What follows belongs to an exercise in optimizing a design on an open flow for small area and a short achievable clock period; a production flow would make more cautious choices.
Where RTL was checked, it was by simulation tests only, not by an equivalence proof against the original.

==> try-nickel: inputs <==
Design mac_unit, start of the top module:
module mac_unit #(
    parameter AW = 16,
    parameter BW = 16,
    parameter ACCW = 40,
    parameter SIGNED = 0
)(
    input  wire clk,
    input  wire rst_n,
    input  wire en,
    input  wire valid_in,
    input  wire [AW-1:0] a,
    input  wire [BW-1:0] b,
    output reg  valid_out,
    output reg  [ACCW-1:0] acc_out
);
Settings: LEC_CHECK=0, CAP_MARGIN=20, CORE_MARGIN=2, CORE_UTILIZATION=40, SETUP_SLACK_MARGIN=3.7, SLEW_MARGIN=20, SYNTH_HIERARCHICAL=1, SYNTH_MINIMUM_KEEP_SIZE=0; clock period 7.0 ns.
run.sh (not shown) runs the stock make flow with config.mk's settings and CLKGATE_MAP_FILE= SYNTH_SCRIPT=/design/flow/synth_recipe.tcl, a recipe that flattens the netlist after the stock synthesis.
==> try-yarrow (differences from try-nickel) <==
CORE_UTILIZATION = 65   (was 40)
SETUP_SLACK_MARGIN = 3   (was 3.7)
==> try-willow (differences from try-nickel) <==
SETUP_SLACK_MARGIN = 3.4   (was 3.7)
==> comparison table <==
Sum of routed wire length over all layers: try-yarrow 28,400 µm; try-willow 32,000 µm; try-nickel 33,800 µm
Post CTS Setup Buffer Count: try-yarrow 2; try-willow 5; try-nickel 64
Clk_buf instances: try-yarrow 17; try-willow 18; try-nickel 21
Slew of the pin with the lowest slew margin: try-yarrow 973 ps; try-willow 1030 ps; try-nickel 1050 ps
Area of combinational cells with multiple inputs: try-yarrow 8310 µm²; try-willow 8800 µm²; try-nickel 9510 µm²
Period utilisation layout: try-yarrow 0.566; try-willow 0.515; try-nickel 0.519
HPWL after DPL: try-yarrow 21,300 µm; try-willow 23,400 µm; try-nickel 24,000 µm
Gates resized, CTS repair: try-yarrow 83; try-willow 247; try-nickel 417
Result of the run: try-yarrow complete, no violations; try-willow complete, no violations; try-nickel complete, no violations
Routed wire length on met3: try-yarrow 2390 µm; try-willow 2210 µm; try-nickel 2100 µm
Origin of the worst setup path: try-yarrow b[4]; try-willow b[3]; try-nickel a[6]
Die Footprint: try-yarrow 18,500 µm²; try-willow 29,600 µm²; try-nickel 29,600 µm²
Area growth syn-to-layout: try-yarrow 11.4%; try-willow 24.9%; try-nickel 34.1%
Post-route cell area: try-yarrow 12,600 µm²; try-willow 14,100 µm²; try-nickel 15,200 µm²
Fillers: try-yarrow 1,299; try-willow 2,515; try-nickel 2,443
Reg-to-reg slack, setup: try-yarrow 3150 ps; try-willow 3490 ps; try-nickel 3550 ps
Fraction of standard cell area that is sequential: try-yarrow 0.207; try-willow 0.186; try-nickel 0.174
Launch point of the worst reg-to-reg path: try-yarrow acc_out[3]$_SDFFE_PN0P_; try-willow acc_out[15]$_SDFFE_PN0P_; try-nickel acc_out[12]$_SDFFE_PN0P_
Post-route worst hold slack: try-yarrow 480 ps; try-willow 478 ps; try-nickel 480 ps


==> branch harbor <==
mac_unit, a different RTL version from the one above (not shown whole).
// mac_unit
module mac_unit #(
    parameter AW = 16,
    parameter BW = 16,
    parameter ACCW = 40,
    parameter SIGNED = 0
)(
    input  wire clk,
    input  wire rst_n,
    input  wire en,
    input  wire valid_in,
    input  wire [AW-1:0] a,
    input  wire [BW-1:0] b,
    output reg  valid_out,
    output reg  [ACCW-1:0] acc_out
);
==> module mac_fx, before the edit <==
module mac_fx (input wire a, input wire b, input wire ci,
               output wire s, output wire co);
  wire t;
  mac_xor x0 (.a(a), .b(b), .y(t));
  mac_xor x1 (.a(t), .b(ci), .y(s));
  mac_mux m0 (.s(t), .d0(a), .d1(ci), .y(co));
endmodule
==> module mac_xor, before the edit <==
module mac_xor (input wire a, input wire b, output wire y);
  assign y = a ^ b;
endmodule
==> module mac_mux, before the edit <==
module mac_mux (input wire s, input wire d0, input wire d1, output wire y);
  assign y = s ? d1 : d0;
endmodule
Settings: LEC_CHECK=0, CAP_MARGIN=20, CORE_MARGIN=2, CORE_UTILIZATION=65, CTS_BUF_LIST=sky130_fd_sc_hd__clkbuf_4 sky130_fd_sc_hd__clkbuf_8, SETUP_SLACK_MARGIN=3.5, SLEW_MARGIN=20, SYNTH_HIERARCHICAL=1, SYNTH_MINIMUM_KEEP_SIZE=0; clock period 7.0 ns.
==> branch willow: changes against branch harbor <==
--- a/flow/design.v
+++ b/flow/design.v
@@ -1278,21 +1278,8 @@
   mac_or o0 (.a(a), .b(b), .y(co));
 endmodule
 module mac_xnor (input wire a, input wire b, output wire y);
   assign y = ~(a ^ b);
 endmodule
 module mac_or (input wire a, input wire b, output wire y);
   assign y = a | b;
 endmodule
-module mac_fx (input wire a, input wire b, input wire ci,
-               output wire s, output wire co);
-  wire t;
-  mac_xor x0 (.a(a), .b(b), .y(t));
-  mac_xor x1 (.a(t), .b(ci), .y(s));
-  mac_mux m0 (.s(t), .d0(a), .d1(ci), .y(co));
-endmodule
-module mac_xor (input wire a, input wire b, output wire y);
-  assign y = a ^ b;
-endmodule
-module mac_mux (input wire s, input wire d0, input wire d1, output wire y);
-  assign y = s ? d1 : d0;
-endmodule
==> flow/config.mk (replaced) <==
export PLATFORM = sky130hd
export DESIGN_NAME = mac_unit
export DESIGN_NICKNAME = mac_unit
export VERILOG_FILES = /design/flow/design.v
export SDC_FILE = /design/flow/constraint.sdc
export NUM_CORES = 4
export LEC_CHECK = 0
export CAP_MARGIN = 20
export CORE_MARGIN = 2
export CORE_UTILIZATION = 65
export SETUP_SLACK_MARGIN = 3.3
export SLEW_MARGIN = 20
export SYNTH_HIERARCHICAL = 1
export SYNTH_MINIMUM_KEEP_SIZE = 0
==> branch delta: changes against branch harbor <==
--- a/flow/design.v
+++ b/flow/design.v
@@ -1246,53 +1246,52 @@
   mac_fa fa220 (.a(pr[70]), .b(nacc[26]), .ci(c724), .s(s727), .co(c728));
   mac_fa fa221 (.a(pr[71]), .b(pr[72]), .ci(nacc[27]), .s(s729), .co(c730));
   mac_fa fa222 (.a(pr[73]), .b(pr[74]), .ci(nacc[28]), .s(s731), .co(c732));
   mac_fa fa223 (.a(pr[75]), .b(pr[76]), .ci(nacc[29]), .s(s733), .co(c734));
   mac_fa fa224 (.a(pr[77]), .b(pr[78]), .ci(nacc[30]), .s(s735), .co(c736));
   wire [39:0] ra = {nacc[39], nacc[38], nacc[37], nacc[36], nacc[35], nacc[34], nacc[33], nacc[32], nacc[31], c734, c732, c730, s729, s727, c722, c718, c714, s713, c706, c700, c694, c688, c682, c676, c672, c668, c664, c660, s657, c654, c652, c650, c648, c646, c644, c642, c640, c638, nacc[1], pr[0]};
   wire [39:0] rb = {1'b1, 1'b1, 1'b1, 1'b1, 1'b1, 1'b1, 1'b1, 1'b1, c736, s735, s733, s731, c728, c726, s725, s721, s717, c710, s709, s705, s699, s693, s687, s681, s675, s671, s667, s663, s659, s655, s653, s651, s649, s647, s645, s643, s641, s639, s637, nacc[0]};
   wire [33:0] lo = {1'b0, ra[32:0]} + {1'b0, rb[32:0]} + 34'd1;
-  wire [6:0] hi_inc = acc_out[39:33] + 7'd1;
-  wire [39:0] sum = {lo[33] ? acc_out[39:33] : hi_inc, ~lo[32:0]};
+  wire [6:0] hi_next;
+  mac_hi #(.N(7)) hi (.acc(acc_out[39:33]), .cn(lo[33]), .sel(en & valid_reg), .rst_n(rst_n), .d(hi_next));
+  wire [32:0] sum = ~lo[32:0];
   always @(posedge clk) begin
     pr <= {c636, p256, c634, s635, c630, s633, c626, s629, s625, c620, s621, c558, c618, s619, c554, s617, c616, s553, s615, c614, s549, s613, c542, c538, s541, s539, c536, s537, c534, s535, c532, s533, c530, s531, c528, s529, c526, s527, c524, c612, s525, c522, s523, c520, s611, s521, c610, s609, c608, s517, s607, c606, s513, s605, c604, s509, c602, s603, c600, s505, s601, c598, s597, c594, s593, c590, s589, c586, s585, c582, s581, c578, s577, c574, s573, s569, p2, p17, p1};
     valid_reg <= valid_in & rst_n;
   end
   always @(posedge clk) begin
     if (!rst_n) begin
-      acc_out <= 40'd0;
+      acc_out[32:0] <= 33'd0;
       valid_out <= 1'b0;
     end else begin
       valid_out <= valid_reg;
       if (en && valid_reg)
-        acc_out <= sum;
+        acc_out[32:0] <= sum;
     end
+    acc_out[39:33] <= hi_next;
   end
 endmodule
+module mac_hi #(parameter N = 7) (
+    input  wire [N-1:0] acc,
+    input  wire cn,        
+    input  wire sel,       
+    input  wire rst_n,
+    output wire [N-1:0] d
+);
+  wire [N-1:0] inc = acc + 1'b1;
+  assign d = !rst_n ? {N{1'b0}} : (sel & ~cn) ? inc : acc;
+endmodule
 module mac_fa (input wire a, input wire b, input wire ci,
                output wire s, output wire co);
   assign s = a ^ b ^ ci;
   assign co = (a & b) | (a & ci) | (b & ci);
 endmodule
 module mac_hai (input wire a, input wire b, output wire s, output wire co);
   mac_xnor x0 (.a(a), .b(b), .y(s));
   mac_or o0 (.a(a), .b(b), .y(co));
 endmodule
 module mac_xnor (input wire a, input wire b, output wire y);
   assign y = ~(a ^ b);
 endmodule
 module mac_or (input wire a, input wire b, output wire y);
   assign y = a | b;
 endmodule
-module mac_fx (input wire a, input wire b, input wire ci,
-               output wire s, output wire co);
-  wire t;
-  mac_xor x0 (.a(a), .b(b), .y(t));
-  mac_xor x1 (.a(t), .b(ci), .y(s));
-  mac_mux m0 (.s(t), .d0(a), .d1(ci), .y(co));
-endmodule
-module mac_xor (input wire a, input wire b, output wire y);
-  assign y = a ^ b;
-endmodule
-module mac_mux (input wire s, input wire d0, input wire d1, output wire y);
-  assign y = s ? d1 : d0;
-endmodule
==> flow/config.mk (replaced) <==
export PLATFORM = sky130hd
export DESIGN_NAME = mac_unit
export DESIGN_NICKNAME = mac_unit
export VERILOG_FILES = /design/flow/design.v
export SDC_FILE = /design/flow/constraint.sdc
export NUM_CORES = 4
export LEC_CHECK = 0
export CAP_MARGIN = 20
export CORE_MARGIN = 2
export CORE_UTILIZATION = 65
export CTS_BUF_LIST = sky130_fd_sc_hd__clkbuf_4 sky130_fd_sc_hd__clkbuf_8
export SETUP_SLACK_MARGIN = 3.4
export SLEW_MARGIN = 20
export SYNTH_HIERARCHICAL = 1
export SYNTH_MINIMUM_KEEP_SIZE = 0
==> flow_summary.json <==
{
  "outcome": "timing/DRC/antenna clean",
  "wire_per_inst_um": 20.4,
  "multi_input_area_sq_um": 8180,
  "synthTopCellsByArea": "fa_1 (42%), dfxtp_1 (22%), nand2_1 (9.8%), ha_1 (3.8%), xnor2_1 (2.9%)",
  "synth_xor_area_share_pct": 3.55,
  "final_cell_mix": "nand2_1 (278), fa_1 (215), dfxtp_1 (120)",
  "cp.depth": 12,
  "drive_gt1_share_pct": 11.0,
  "hold_path_startpoint": "acc_out[2]"
}
[end of results for branch willow]
==> flow_summary.json <==
{
  "hold_path_startpoint": "acc_out[39]",
  "outcome": "timing/DRC/antenna clean",
  "multi_input_area_sq_um": 8510,
  "drive_gt1_share_pct": 18.9,
  "synth_common_cells": "nand2_1 (283), fa_1 (225), dfxtp_1 (121)",
  "io_pins": 77,
  "cp-startpoint": "pr[35]",
  "grtUsageMet3_pct": 8.18,
  "synth_xor_area_share_pct": 3.55,
  "cp.depth": 13,
  "wire_per_inst_um": 20.2,
  "final_cell_mix": "nand2_1 (267), fa_1 (180), dfxtp_1 (117)",
  "path_delay_family": "adder cells",
  "clk_latency_ns": 0.45,
  "cp_common_cell": "fa_2"
}
[end of results for branch harbor]
==> flow_summary.json <==
{
  "final_cell_mix": "nand2_1 (291), fa_1 (192), dfxtp_1 (118)",
  "clk_latency_ns": 0.46,
  "cp.depth": 11,
  "largest_class": "multi-input combinational cells",
  "synthTopCellsByArea": "fa_1 (41%), dfxtp_1 (22%), nand2_1 (10%), ha_1 (3.8%), clkbuf_1 (2.5%)",
  "syn_area_sq_um": 10900,
  "wire_per_inst_um": 20.5,
  "grt_pass1_vias": 8558,
  "yosys.area_share.simple_pct": 15.9,
  "synth_xor_area_share_pct": 3.12,
  "outcome": "timing/DRC/antenna clean",
  "stdcell_area_sq_um": 12500,
  "cts_resized": 134,
  "drive_gt1_share_pct": 14.4,
  "hold_path_startpoint": "valid_reg"
}
[end of results for branch delta]
Only the layout flow was run in branch harbor and branch delta; the RTL was not checked for function there.

[separate check: timing with driven ports]
The flow's constraints put no driver on any port. The routed layouts listed below were extracted and timed again, unchanged, in two steps. Step 1: set_driving_cell puts a clkbuf_16 on clk and a buf_2 on each other input, an assumption about the parent block. Step 2 moves the port delays by t, midway between the first and last clock arrival at a register: inputs arrive t later, outputs are due t later. That takes back most of the time a late clock gives input paths. Slacks: no drivers / after step 1 / after step 2; pairs: no drivers / after step 1.
run	shift t [ns]	setup slack, ns	hold slack, ns	worst slew at a driven data input, ns	cell pins on the clock port's net
try-nickel	0.471	3.366 / 3.363 / 2.892	0.480 / 0.480 / 0.480	0.08	1
try-yarrow	0.471	3.041 / 3.059 / 2.588	0.480 / 0.480 / 0.480	0.04	1
try-willow	0.461	3.396 / 3.354 / 2.893	0.478 / 0.478 / 0.478	0.12	1
branch harbor	0.482	3.343 / 3.343 / 3.060	0.469 / 0.469 / 0.469	0.03	1
branch willow	0.461	3.269 / 3.269 / 2.914	0.477 / 0.477 / 0.477	0.06	1
branch delta	0.486	3.317 / 3.317 / 2.970	0.453 / 0.453 / 0.453	0.04	1
After both steps every run listed still meets setup and hold. For try-willow, which loses most, drivers alone change the setup slack by -0.042 ns; drivers and shift together by -0.503 ns.
